Background: an optimization exercise with open tools, aiming at small area and a short achievable clock period. Do not read the settings as production practice.
In this exercise RTL edits were held to simulation tests only and were not proved equivalent to the original.

$ cat run.sh
#!/bin/bash
# synth_recipe.tcl (not shown) runs the flow's synth.tcl, then flattens the netlist and writes it again
# the make line also repeats each setting of config.mk as NAME=value (left out here)
make -C /OpenROAD-flow-scripts/flow DESIGN_CONFIG=/design/flow/config.mk WORK_HOME=/design/flow/orfs CLKGATE_MAP_FILE= SYNTH_SCRIPT=/design/flow/synth_recipe.tcl finish
$ cat config.mk
export PLATFORM = sky130hd
export DESIGN_NAME = mul32
export DESIGN_NICKNAME = mul32
export VERILOG_FILES = /design/flow/design.v
export SDC_FILE = /design/flow/constraint.sdc
export NUM_CORES = 4
export LEC_CHECK = 0
export CAP_MARGIN = 20
export CORE_MARGIN = 2
export CORE_UTILIZATION = 40
export SLEW_MARGIN = 20
$ cat constraint.sdc
create_clock -name core_clock -period 30.0 [get_ports {clk}]
set_input_delay 6.0000 -clock core_clock [delete_from_list [all_inputs] [get_ports {clk}]]
set_output_delay 6.0000 -clock core_clock [all_outputs]
set_load 0.01 [all_outputs]
$ cat design.v
module BarCell(bn, am, si, ci, co, so);
    input bn, am, si, ci;
    output co, so;
    wire t;
    nand (t, am, bn);
    FACell fa(.bn(t), .am(si), .ci(ci), .co(co), .so(so));
endmodule
module Cell(bn, am, si, ci, co, so);
    input bn, am, si, ci;
    output co, so;
    wire t;
    and (t, bn, am);
    FACell fa(.bn(t), .am(si), .ci(ci), .co(co), .so(so));
endmodule
module FACell(bn, am, ci, co, so);
    input bn, am, ci;
    output co, so;
    wire t1, t2, t3;
    xor (t1, am, bn);
    and (t2, am, bn);
    xor (so, t1, ci);
    and (t3, t1, ci);
    or (co, t2, t3);
endmodule
module baughWooleyArrayMultiplier(product, a, b);
    parameter M = 32;
    parameter N = 32;
    output [M+N-1:0] product;
    input [M-1:0] a;
    input [N-1:0] b;
    wire [M-1:0] c_partial[N-1:0] ;
    wire [M-1:0] s_partial[N-1:0] ;
    genvar i, j;
    generate
        for(i=0; i<N; i=i+1)begin
            for(j=0; j<M; j=j+1)begin
                if(i == 0) begin
                    if(j<M-1)
                        Cell cell_first(.bn(b[i]), .am(a[j]), .si(1'b0), .ci(1'b0),
                                        .co(c_partial[i][j]), .so(s_partial[i][j]));
                    else
                        BarCell bcell_first(.bn(b[i]), .am(a[j]), .si(1'b0), .ci(1'b0),
                                            .co(c_partial[i][j]), .so(s_partial[i][j]));
                end
                else if(i<N-1) begin
                    if(j<M-1)
                        Cell cell_middle(b[i], a[j], s_partial[i-1][j+1], c_partial[i-1][j],
                                         c_partial[i][j], s_partial[i][j]);
                    else
                        BarCell bcell_middle(.bn(b[i]), .am(a[j]), .si(1'b0), .ci(c_partial[i-1][j]),
                                             .co(c_partial[i][j]), .so(s_partial[i][j]));
                end
                else begin
                    if(j<M-1)
                        BarCell bcell_last(.bn(b[i]), .am(a[j]), .si(s_partial[i-1][j+1]), .ci(c_partial[i-1][j]),
                                           .co(c_partial[i][j]), .so(s_partial[i][j]));
                    else
                        Cell cell_last(.bn(b[i]), .am(a[j]), .si(1'b0), .ci(c_partial[i-1][j]),
                                       .co(c_partial[i][j]), .so(s_partial[i][j]));
                end
            end
        end
    endgenerate
    wire [M:0] c_last;
    assign c_last[0] = 1'b1;
    generate
        for(i=0; i<N; i=i+1)begin
            assign product[i] = s_partial[i][0];
        end
    endgenerate
    generate
        for(j=0; j<M; j=j+1)begin
            if(j<M-1)
                FACell fa(s_partial[N-1][j+1], c_partial[N-1][j], c_last[j],
                          c_last[j+1], product[N+j]);
            else
                FACell fa(1'b1, c_partial[N-1][j], c_last[j],
                          c_last[j+1], product[N+j]);
        end
    endgenerate
endmodule
module mul32 (
    input             clk,
    input      [31:0] a,
    input      [31:0] b,
    output reg [63:0] product
);
    reg  [31:0] a_q, b_q;
    wire [63:0] p;
    baughWooleyArrayMultiplier #(.M(32), .N(32)) u_mul (
        .product(p), .a(a_q), .b(b_q)
    );
    always @(posedge clk) begin
        a_q     <= a;
        b_q     <= b;
        product <= p;
    end
endmodule
==> notes.md <==
[worst reg2reg max path: cells and delay by family, from the launching register on]
| kind | cells | cell delay, ns |
|---|---|---|
| adders and majority gates | 62 | 27.29 |
| buffers and inverters | 8 | 0.47 |
| DFF | 1 | 0.85 |
| and+or+nand+nor | 1 | 0.23 |
[layout by cell type, fill, tap and decap left out]
cell	count
clkinv_2	1
clkbuf_16	17
clkdlybuf4s50_1	128
fa_1	960
dfxtp_2	4
and2_1	924
clkinv_4	1
inv_1	296
buf_4	4
inv_8	1
and2_2	9
clkbuf_8	1
inv_6	3
nand2_1	91
clkinvlp_4	5
ha_1	32
dfxtp_1	124
bufinv_16	3
[cell families after synthesis]
family,Yosys count,share of synthesized area (%)
simple gates,1024,20.33
buf+inv,488,6.806
flops,128,8.417
fa+ha+maj,992,64.44
[per-layer routing]
| metal | track usage (%) | vias to the layer above |
|---|---|---|
| li1 | - | 7387 |
| met1 | 15.64 | 9479 |
| met2 | 28.38 | 103 |
| met3 | 2.252 | 34 |
| met4 | 2.674 | 0 |
| met5 | 0 | - |
[path summary, 6_finish.rpt]
check                   endpoint  cells after the start             from  slack [ns]
max          product[62]$_DFF_P_                     71  a_q[28]$_DFF_P_        1.08
min           product[0]$_DFF_P_                      2   b_q[0]$_DFF_P_        0.85
max reg2reg  product[62]$_DFF_P_                     71  a_q[28]$_DFF_P_        1.08
min reg2reg   product[0]$_DFF_P_                      2   b_q[0]$_DFF_P_        0.85
[sequential cells by signal, indices dropped and copies added, names as in the netlist]
name     cells
product     64
a_q         32
b_q         32
[synthesized netlist by cell type]
master,instances
inv_1,296
nand2_1,91
dfxtp_1,128
clkbuf_2,118
buf_2,74
fa_1,960
and2_2,9
ha_1,32
and2_1,924
[cell type report]
| type | count | share of cell area (%) |
|---|---|---|
| Tap cell | 978 | 3.749 |
| Inverter | 296 | 3.404 |
| Multi-Input combinational cell | 2016 | 79.07 |
| Clock buffer | 18 | 1.345 |
| Sequential cell | 128 | 7.866 |
| Timing Repair Buffer | 132 | 4.017 |
| Clock inverter | 14 | 0.5482 |
[through the flow]
step	hold slack, ns	cell area (µm²)	util [%]
after floorplan	0.6236	30440	-
after global placement	0.8511	32020	42.30
after detailed placement	0.8422	32020	42.30
after CTS	0.8639	32640	43.11
after global routing	0.8943	32640	43.12
final	0.8513	32640	43.12
==> notes.md <==
mean post-synth cell area 11.57 µm²; final wirelength 48230 µm; CTS Buf Count 17; CTS max path bufs 2; I/O Buffers 128; initial DRC count 293; CTS sink cnt 128; hpwl dp 43120 µm; CP Launch Type register; Setup crit end kind register; DR top layer met4; Slew headroom 31.26%; Setup Skew 0.01756 ns; Worst-Skew Late Latency 0.49 ns; ratio of cells with drive above 1 in the final layout 1.882%; via/cell ratio 4.747; DRT antenna net count 0; Max Fclk 34.57 MHz; Die Span Y 279.9 µm; crit path DAT 29.36 ns; Crit-path slowest cell dfxtp_1; synthesis warning total 2; status complete, no violations; setup bufs post-CTS 0; via count 17000; Setup CP Type register to register; antenna violations before repair 0; Synth top area share 63.13%; Synth Net Count 3689; Starting Density 40.22%; Core ar. 0.07570 mm²; diode count 0; I/O pins 129; DR pass1 iterations 4; Tcrit/Tclk final 96.42%; filler cell count 7220; register area share after synthesis 8.417%; Post-Syn Area 0.03044 mm²; met3 wire length 931 µm; final net count 3648; Multi-input gate area 0.02581 mm²; drt wl/cell 13.46 µm; TritonCTS clock tree done; largest net degree at the start of global routing 33; first-pass GRT wire length 92780 µm; DRT met1 WL 19250 µm; register area 0.002567 mm²; Crit path max-delay family adder cells; Congestion Overflow GR 0; main area contributors after synthesis fa_1, and2_1, dfxtp_1, inv_1, clkbuf_2; post-synthesis cell count 2632; Area growth, synth to finish 7.217%; Overall Global Routing Usage 14.18%; Final setup violation count 0; Reg clk slew, reported paths 0.07 ns; leading area contributor after synthesis fa_1; maxcap violations 0; Final WS setup 1.075 ns; worst min path class register to register; WP data required 30.44 ns; num rows 101; setup_tns 0 ns; Cells after DPL 3550; post-layout min period 28.92 ns; gpl congestion 0.7564; vias in the first global route 20850; worst stage delay on the critical path 0.85 ns; Unique masters post-synth 9; die width 279.9 µm; Remaining DRCs 0; final hold vios 0; slew of the pin with the lowest slew margin 1.030 ns; most used cell along the critical path fa_1; post-CTS sizing 0; RSZ-0062 raised after global routing false; Final Slew Violations 0; #FFs+latches synth 128; H-tree depth 4; hold_buf cts 0; Buf/Inv on CP 8; final cell count without fillers 3582; Worst Path Max Fanout 32; worst slack, placed 0.6153 ns; met2 WL post-DR 27600 µm; clock root cell clkbuf_16; die area 0.07833 mm²

==> port drivers added, routing unchanged <==
How much do the figures lean on ideal ports? The routed layout below was timed once more, with nothing changed but the port constraints.
Step 1 sets driving cells, clkbuf_16 on the clock port and buf_2 on the other inputs (assumed; they add their load-dependent delay and slew).
Step 2 times the ports against the registers' clock, not the clock port: input delays grow and output delays shrink by t, the midpoint of the rising clock arrivals with the driver on.
a / b / c = no drivers / after step 1 / after step 2; a / b = the first two.
t (ns): 0.545
setup slack, ns: 1.075 / 1.075 / 1.075
worst slew at a driven data input, ns: 0.11
After both steps setup and hold are still met in this run. For this run, drivers alone change the setup slack by 0.000 ns; drivers and shift together by 0.000 ns.
